This design comes from an exercise in tuning for small area and a short achievable clock period on the open sky130 flow, not from production work. At most, simulation tests tie the RTL to the original design; equivalence was not proved.

JK:
==> flow/design.v (excerpt) <==
module mac_unit #(
    parameter AW = 16,
    parameter BW = 16,
    parameter ACCW = 40,
    parameter SIGNED = 0
)(
    input  wire clk,
    input  wire rst_n,
    input  wire en,
    input  wire valid_in,
    input  wire [AW-1:0] a,
    input  wire [BW-1:0] b,
    output reg  valid_out,
    output reg  [ACCW-1:0] acc_out
);
Size: roughly 100 flip-flops, roughly 0.011 mm2 of cells after synthesis.
Settings: LEC_CHECK=0, CAP_MARGIN=20, CORE_MARGIN=2, CORE_UTILIZATION=40, SLEW_MARGIN=20, SYNTH_HIERARCHICAL=1, SYNTH_MINIMUM_KEEP_SIZE=0; clock period 7.0 ns.
run.sh (not shown) runs the stock make flow with config.mk's settings and CLKGATE_MAP_FILE= SYNTH_SCRIPT=/design/flow/synth_recipe.tcl, a recipe that flattens the netlist after the stock synthesis.
JK completed end to end with timing, DRC and antenna clean.
Edits applied to the flow inputs when going from JK to MS:
- putting SETUP_SLACK_MARGIN at 5 where nothing was set
Results
Compared with JK, via count in MS increased by a little under 10%. Run comparison: MS launching instance or port of the critical path b[9]; JK launching instance or port of the critical path a[6]. Compared MS vs JK, and setup slack is up in MS. Run comparison: JK endpoint of the most critical setup path pr[34]; MS endpoint of the most critical setup path pr[36]. Depth of the most critical reg-to-reg path (lower): JK. Routed length on met2 (JK / MS): 0.902. MS vs. JK: wire length after detailed routing increased by 5200 um relative to the old numbers; final cycle utilization of the critical path lost 13 points; final non-filler cell area moved up.
What AL does differently from MS at the input level:
- a change of SETUP_SLACK_MARGIN from 5 to 3
Status | MS and AL | clean. AL vs. MS: maximum frequency has decreased, global-route usage now smaller, pin count of the biggest net entering global routing saw an increase. MS leaves more setup margin than AL. Comparing MS and AL, the higher area of all placed cells without fillers is on MS. Relative to MS, the share of the final layout cell area in sequential cells of AL is higher by 2.0 points. Re layout overhead on the synthesized area: AL is 24 points down on MS. Compared to MS, the routing of AL uses less wire. The lower global-route track usage on met2 of MS and AL is in AL.
For TR, these inputs were changed with respect to AL:
- SETUP_SLACK_MARGIN changed from 3 to 4
- TR went all the way through synthesis, placement and routing and the layout is clean on timing, DRC and antenna.
- Comparing TR and AL, the lower post-route clock period utilization is on AL.
- Cell area after placement: TR vs AL up about 1.2%
- Against AL, first-pass GRT wire length in TR came out worse.
- Ratio of routed vias to standard cells (lower): AL
No functional check of the RTL was part of any run of this note.

* * *

mac_unit, a different RTL version from the one above (not shown whole).
For scale: roughly 1,200 cells after synthesis, roughly 120 flip-flops, ~77 I/O pins, ~11,000 µm² of cells after synthesis.
clock: 7.0 ns
lec_check: 0
cap_margin: 20
core_margin: 2
core_utilization: 65
cts_buf_list: sky130_fd_sc_hd__clkbuf_4 sky130_fd_sc_hd__clkbuf_8
setup_slack_margin: 3.7
slew_margin: 20
synth_hierarchical: 1
synth_minimum_keep_size: 0
tns_end_percent: 20
The first run finished with timing, DRC and antenna clean.
==> next run, changes <==
TNS_END_PERCENT = 50   (was 20)
After rerunning: Clock skew rises by 0.0040 ns; synthesized cell count does not change; cell area increases by 2.1%; global-route usage goes down by 1.2 points; setup slack improves by 0.034 ns; routed wire length shrinks by 2.6%; flip-flop and latch count is unchanged.
==> next run, changes <==
ABC_AREA = 1   (was not set)
TNS_END_PERCENT = not set   (was 50)
Result: Clock-buffer cell count grows by 2; global-route usage went down by 0.42 points; non-clock buffer count falls by 2; synthesized area rises by 10%; core utilization came out higher by 0.30 points; wire length goes up by 9.6%; worst setup slack gains 0.063 ns.
==> next run, changes <==
ABC_AREA = not set   (was 1)
After rerunning: Worst hold slack improved by 0.014 ns; cell count falls by 24%.
==> next run, changes <==
CORE_UTILIZATION = 72   (was 65)
=>
- clock skew falls by 0.0056 ns
- core utilization grows by 11 points
- register-to-register slack degrades by 0.25 ns
- final area came out higher by 2.1%
- die area came out lower by 9.4%
- first-iteration DRC count grows by 83%
- setup slack got worse by 0.21 ns
- synthesized cell count stays the same
- critical path depth goes up by 5
- routed wire length came out higher by 18%

* * *

mac_unit again, from the RTL that the note above started with.
==> flow/config.mk <==
export PLATFORM = sky130hd
export DESIGN_NAME = mac_unit
export DESIGN_NICKNAME = mac_unit
export VERILOG_FILES = /design/flow/design.v
export SDC_FILE = /design/flow/constraint.sdc
export NUM_CORES = 4
export LEC_CHECK = 0
export CAP_MARGIN = 5
export CORE_MARGIN = 2
export CORE_UTILIZATION = 65
export CTS_BUF_LIST = sky130_fd_sc_hd__clkbuf_4 sky130_fd_sc_hd__clkbuf_8
export SETUP_SLACK_MARGIN = 3.7
export SLEW_MARGIN = 5
export SYNTH_HIERARCHICAL = 1
export SYNTH_MINIMUM_KEEP_SIZE = 0
==> flow/constraint.sdc <==
create_clock -name core_clock -period 7.0 [get_ports {clk}]
set_input_delay 1.4000 -clock core_clock [delete_from_list [all_inputs] [get_ports {clk}]]
set_output_delay 1.4000 -clock core_clock [all_outputs]
set_load 0.01 [all_outputs]
The starting point completed without violations.
Next try:
--- a/flow/config.mk
+++ b/flow/config.mk
@@ -7,3 +7,3 @@
 export LEC_CHECK = 0
-export CAP_MARGIN = 5
+export CAP_MARGIN = 20
 export CORE_MARGIN = 2
@@ -11,4 +11,4 @@
 export CTS_BUF_LIST = sky130_fd_sc_hd__clkbuf_4 sky130_fd_sc_hd__clkbuf_8
-export SETUP_SLACK_MARGIN = 3.7
-export SLEW_MARGIN = 5
+export SETUP_SLACK_MARGIN = 3.6
+export SLEW_MARGIN = 20
 export SYNTH_HIERARCHICAL = 1
After rerunning: Routed wire length rose by 3.2%; non-clock buffer count rose by 3; register-to-register slack got worse by 0.08 ns; worst hold slack improved by 0.011 ns; design area fell by 1.4%; worst setup slack got worse by 0.077 ns.
Next try:
--- a/flow/config.mk
+++ b/flow/config.mk
@@ -11,3 +11,3 @@
 export CTS_BUF_LIST = sky130_fd_sc_hd__clkbuf_4 sky130_fd_sc_hd__clkbuf_8
-export SETUP_SLACK_MARGIN = 3.6
+export SETUP_SLACK_MARGIN = 3.65
 export SLEW_MARGIN = 20
After rerunning: The changed run completed without violations; synthesized area is unchanged; cell area rose slightly; count of clock-buffer cells in the layout goes up by 2; synthesized cell count does not change; flip-flop and latch count does not change; register-to-register slack gets better by 0.06 ns; core utilization climbs by 1.2 points; final cell count barely changes; setup slack improves by 0.036 ns; first-iteration DRC count falls by roughly a tenth.
Next try:
--- a/flow/config.mk
+++ b/flow/config.mk
@@ -11,3 +11,3 @@
 export CTS_BUF_LIST = sky130_fd_sc_hd__clkbuf_4 sky130_fd_sc_hd__clkbuf_8
-export SETUP_SLACK_MARGIN = 3.65
+export SETUP_SLACK_MARGIN = 3.9
 export SLEW_MARGIN = 20
Outcome: The changed run passed the timing, DRC and antenna checks; critical path depth grows by 5; non-clock buffer count grows by 111.

* * *

mac_unit again, from the RTL that the note above started with.
Design mac_unit, start of the top module:
module mac_unit #(
    parameter AW = 16,
    parameter BW = 16,
    parameter ACCW = 40,
    parameter SIGNED = 0
)(
    input  wire clk,
    input  wire rst_n,
    input  wire en,
    input  wire valid_in,
    input  wire [AW-1:0] a,
    input  wire [BW-1:0] b,
    output reg  valid_out,
    output reg  [ACCW-1:0] acc_out
);
clock: 7.0 ns
lec_check: 0
cap_margin: 20
core_margin: 2
core_utilization: 65
cts_buf_list: sky130_fd_sc_hd__clkbuf_4 sky130_fd_sc_hd__clkbuf_8
gpl_routability_driven: 0
setup_slack_margin: 3.7
slew_margin: 20
synth_hierarchical: 1
synth_minimum_keep_size: 0
Change:
Settings changed: CORE_UTILIZATION 65 to 80, GPL_ROUTABILITY_DRIVEN 0 to not set, PLACE_DENSITY set to 0.8.
The changed run ended with an error in global routing (DPL-0038); synthesized area stays the same; synthesized cell count does not change.
Change:
==> flow/flow/run.sh (new file) <==
#!/bin/bash
# The standard layout (the standard.sh, all steps), with the port
# buffers inserted as the smallest buffer cell; the flow's repair steps
# resize the ones on critical paths.
set -e
cp standard.sh standard_sh.txt
export BUFFER_PORTS_ARGS="-buffer_cell sky130_fd_sc_hd__buf_1"
bash standard.sh > standard.log 2>&1
==> flow/standard.sh (new file) <==
#!/bin/bash
# synth_recipe.tcl (not shown) runs the flow's synth.tcl, then flattens the netlist and writes it again
# the make line also repeats each setting of config.mk as NAME=value (left out here)
make -C /OpenROAD-flow-scripts/flow DESIGN_CONFIG=/design/flow/config.mk WORK_HOME=/design/flow/orfs CLKGATE_MAP_FILE= SYNTH_SCRIPT=/design/flow/synth_recipe.tcl "${@:-finish}"
Settings changed: CORE_UTILIZATION 80 to 65, PLACE_DENSITY 0.8 to not set.
removed: flow/run.sh
Result: Now the flow completed without violations. Synthesized cell count stays the same. Area after synthesis does not change.

* * *

Setup of build 80:
mac_unit, a different RTL version from the one above (not shown whole).
For scale: about 1100 cells after synthesis, roughly 130 flip-flops, ~77 I/O pins, roughly 11000 um2 of cells after synthesis.
make LEC_CHECK=0 CAP_MARGIN=20 CORE_MARGIN=2 CORE_UTILIZATION=40 SETUP_SLACK_MARGIN=3.7 SLEW_MARGIN=20 SYNTH_HIERARCHICAL=1 SYNTH_MINIMUM_KEEP_SIZE=0 finish   # period 7.0 ns
Stock flow here: none of the scripts above is used.
Relative to build 80, the following input files were edited for build 82:
Settings: SETUP_SLACK_MARGIN: 3.7 -> 3.
[summary]
As far as share of the synthesized area in compound gates (AO/OA/AOI/OAI) goes, build 82 and build 80 are indistinguishable; the numbers are identical. Of build 80 and build 82, the lower count of instances resized after the clock tree is built belongs to build 82. Changes observed in build 82 relative to build 80: post-placement worst setup slack picked up an extra 25 ps, non-clock buffer count now sits lower, endpoint required time on the critical path went down by 70 ps.
Edits applied to the flow inputs when going from build 82 to build 2:
Settings: CTS_BUF_LIST now sky130_fd_sc_hd__clkbuf_4 sky130_fd_sc_hd__clkbuf_8, previously not set; CORE_UTILIZATION now 65, was 40.
==> comparison <==
[compare] base=build 82 new=build 2: fmax shrank by about 1%, non-clock buffer count lost about 7%.
Signed area change from the synthesized netlist to the final layout: lower on build 2
Build 2: routed wirelength normalized by instance count higher than build 82
Build 2 vs build 82, die area went down by about 38%.
Summary of build 2 over build 82: number of detailed-routing iterations run before antenna repair essentially unchanged, first-pass GRT wire length went down, number of cell rows went down by 13.
--- input diff build 2..build 94 ---
Settings: putting ABC_AREA at 1 where nothing was set; swapping 65 for 40 in CORE_UTILIZATION; clearing CTS_BUF_LIST, which used to be sky130_fd_sc_hd__clkbuf_4 sky130_fd_sc_hd__clkbuf_8.
Notes after the runs:
- Taking build 2 as the reference, in build 94 fraction of synthesized cell area in xor and xnor cells decreased by 1.1 points relative to the old numbers; per-cell routed wire length decreased by 11% relative to the old numbers.
- Looking at build 94 and build 2, the worst-case setup margin in the final layout is a wash.
- The beginning of the critical path comes out a[11] in one run and b[3] in the other, namely in build 94 and build 2 respectively.
- Build 94 against build 2: number of vias in the routed layout shows an increase of 1388.
- Setup skew after layout: build 94 vs build 2 — no meaningful difference
- Looking at total placed cells including tap cells, build 94 sits 548 above build 2.
- Compared with build 2, in build 94 sequential share of layout area shrank by 2.4 points; number of distinct standard cells referenced by the synthesized netlist shrank by 47%.

## port drivers added, routing unchanged
In the flow no input, the clock included, has a driving cell. The finished layouts below were timed again as built, in two steps. Step 1 (the two cells are an assumption about what drives the block):
set clk [get_ports {clk}]
set_driving_cell -lib_cell sky130_fd_sc_hd__clkbuf_16 $clk
set_driving_cell -lib_cell sky130_fd_sc_hd__buf_2 [delete_from_list [all_inputs] $clk]
Step 2 times the ports against the registers' clock, not the clock port: input delays grow and output delays shrink by t, the midpoint of the rising clock arrivals with the driver on. a / b / c = no drivers / after step 1 / after step 2; a / b = the first two.
| run | t (ns) | setup WS [ns] | clock arrival spread, ns |
|---|---|---|---|
| JK | 0.395 | 1.913 / 1.933 / 1.538 | 0.014 / 0.013 |
| MS | 0.394 | 2.823 / 2.786 / 2.392 | 0.013 / 0.013 |
| AL | 0.396 | 2.792 / 2.788 / 2.392 | 0.008 / 0.008 |
| TR | 0.403 | 2.704 / 2.702 / 2.299 | 0.009 / 0.009 |
| the first run of note 2 | 0.473 | 3.629 / 3.644 / 3.171 | 0.008 / 0.008 |
| the second run of note 2 | 0.489 | 3.664 / 3.679 / 3.190 | 0.014 / 0.014 |
| the third run of note 2 | 0.492 | 3.727 / 3.725 / 3.232 | 0.017 / 0.017 |
| the fourth run of note 2 | 0.482 | 3.711 / 3.727 / 3.245 | 0.020 / 0.020 |
| the fifth run of note 2 | 0.502 | 3.505 / 3.505 / 3.136 | 0.017 / 0.017 |
| the first run of note 3 | 0.482 | 3.711 / 3.727 / 3.245 | 0.020 / 0.020 |
| the second run of note 3 | 0.488 | 3.633 / 3.645 / 3.156 | 0.015 / 0.015 |
| the third run of note 3 | 0.484 | 3.670 / 3.673 / 3.189 | 0.019 / 0.019 |
| the fourth run of note 3 | 0.501 | 3.529 / 3.529 / 3.035 | 0.018 / 0.018 |
| the first run of note 4 | 0.480 | 3.725 / 3.727 / 3.246 | 0.011 / 0.011 |
| the third run of note 4 | 0.481 | 3.673 / 3.632 / 3.150 | 0.013 / 0.013 |
| build 80 | 0.471 | 3.366 / 3.363 / 2.892 | 0.016 / 0.016 |
| build 82 | 0.452 | 3.059 / 3.067 / 2.615 | 0.008 / 0.008 |
| build 2 | 0.491 | 3.019 / 3.013 / 2.522 | 0.016 / 0.016 |
| build 94 | 0.470 | 3.022 / 3.048 / 2.578 | 0.014 / 0.014 |
After both steps every run listed still meets setup and hold. The setup slack of the third run of note 4, which loses most, moves by -0.041 ns with the drivers and by -0.523 ns with both steps.
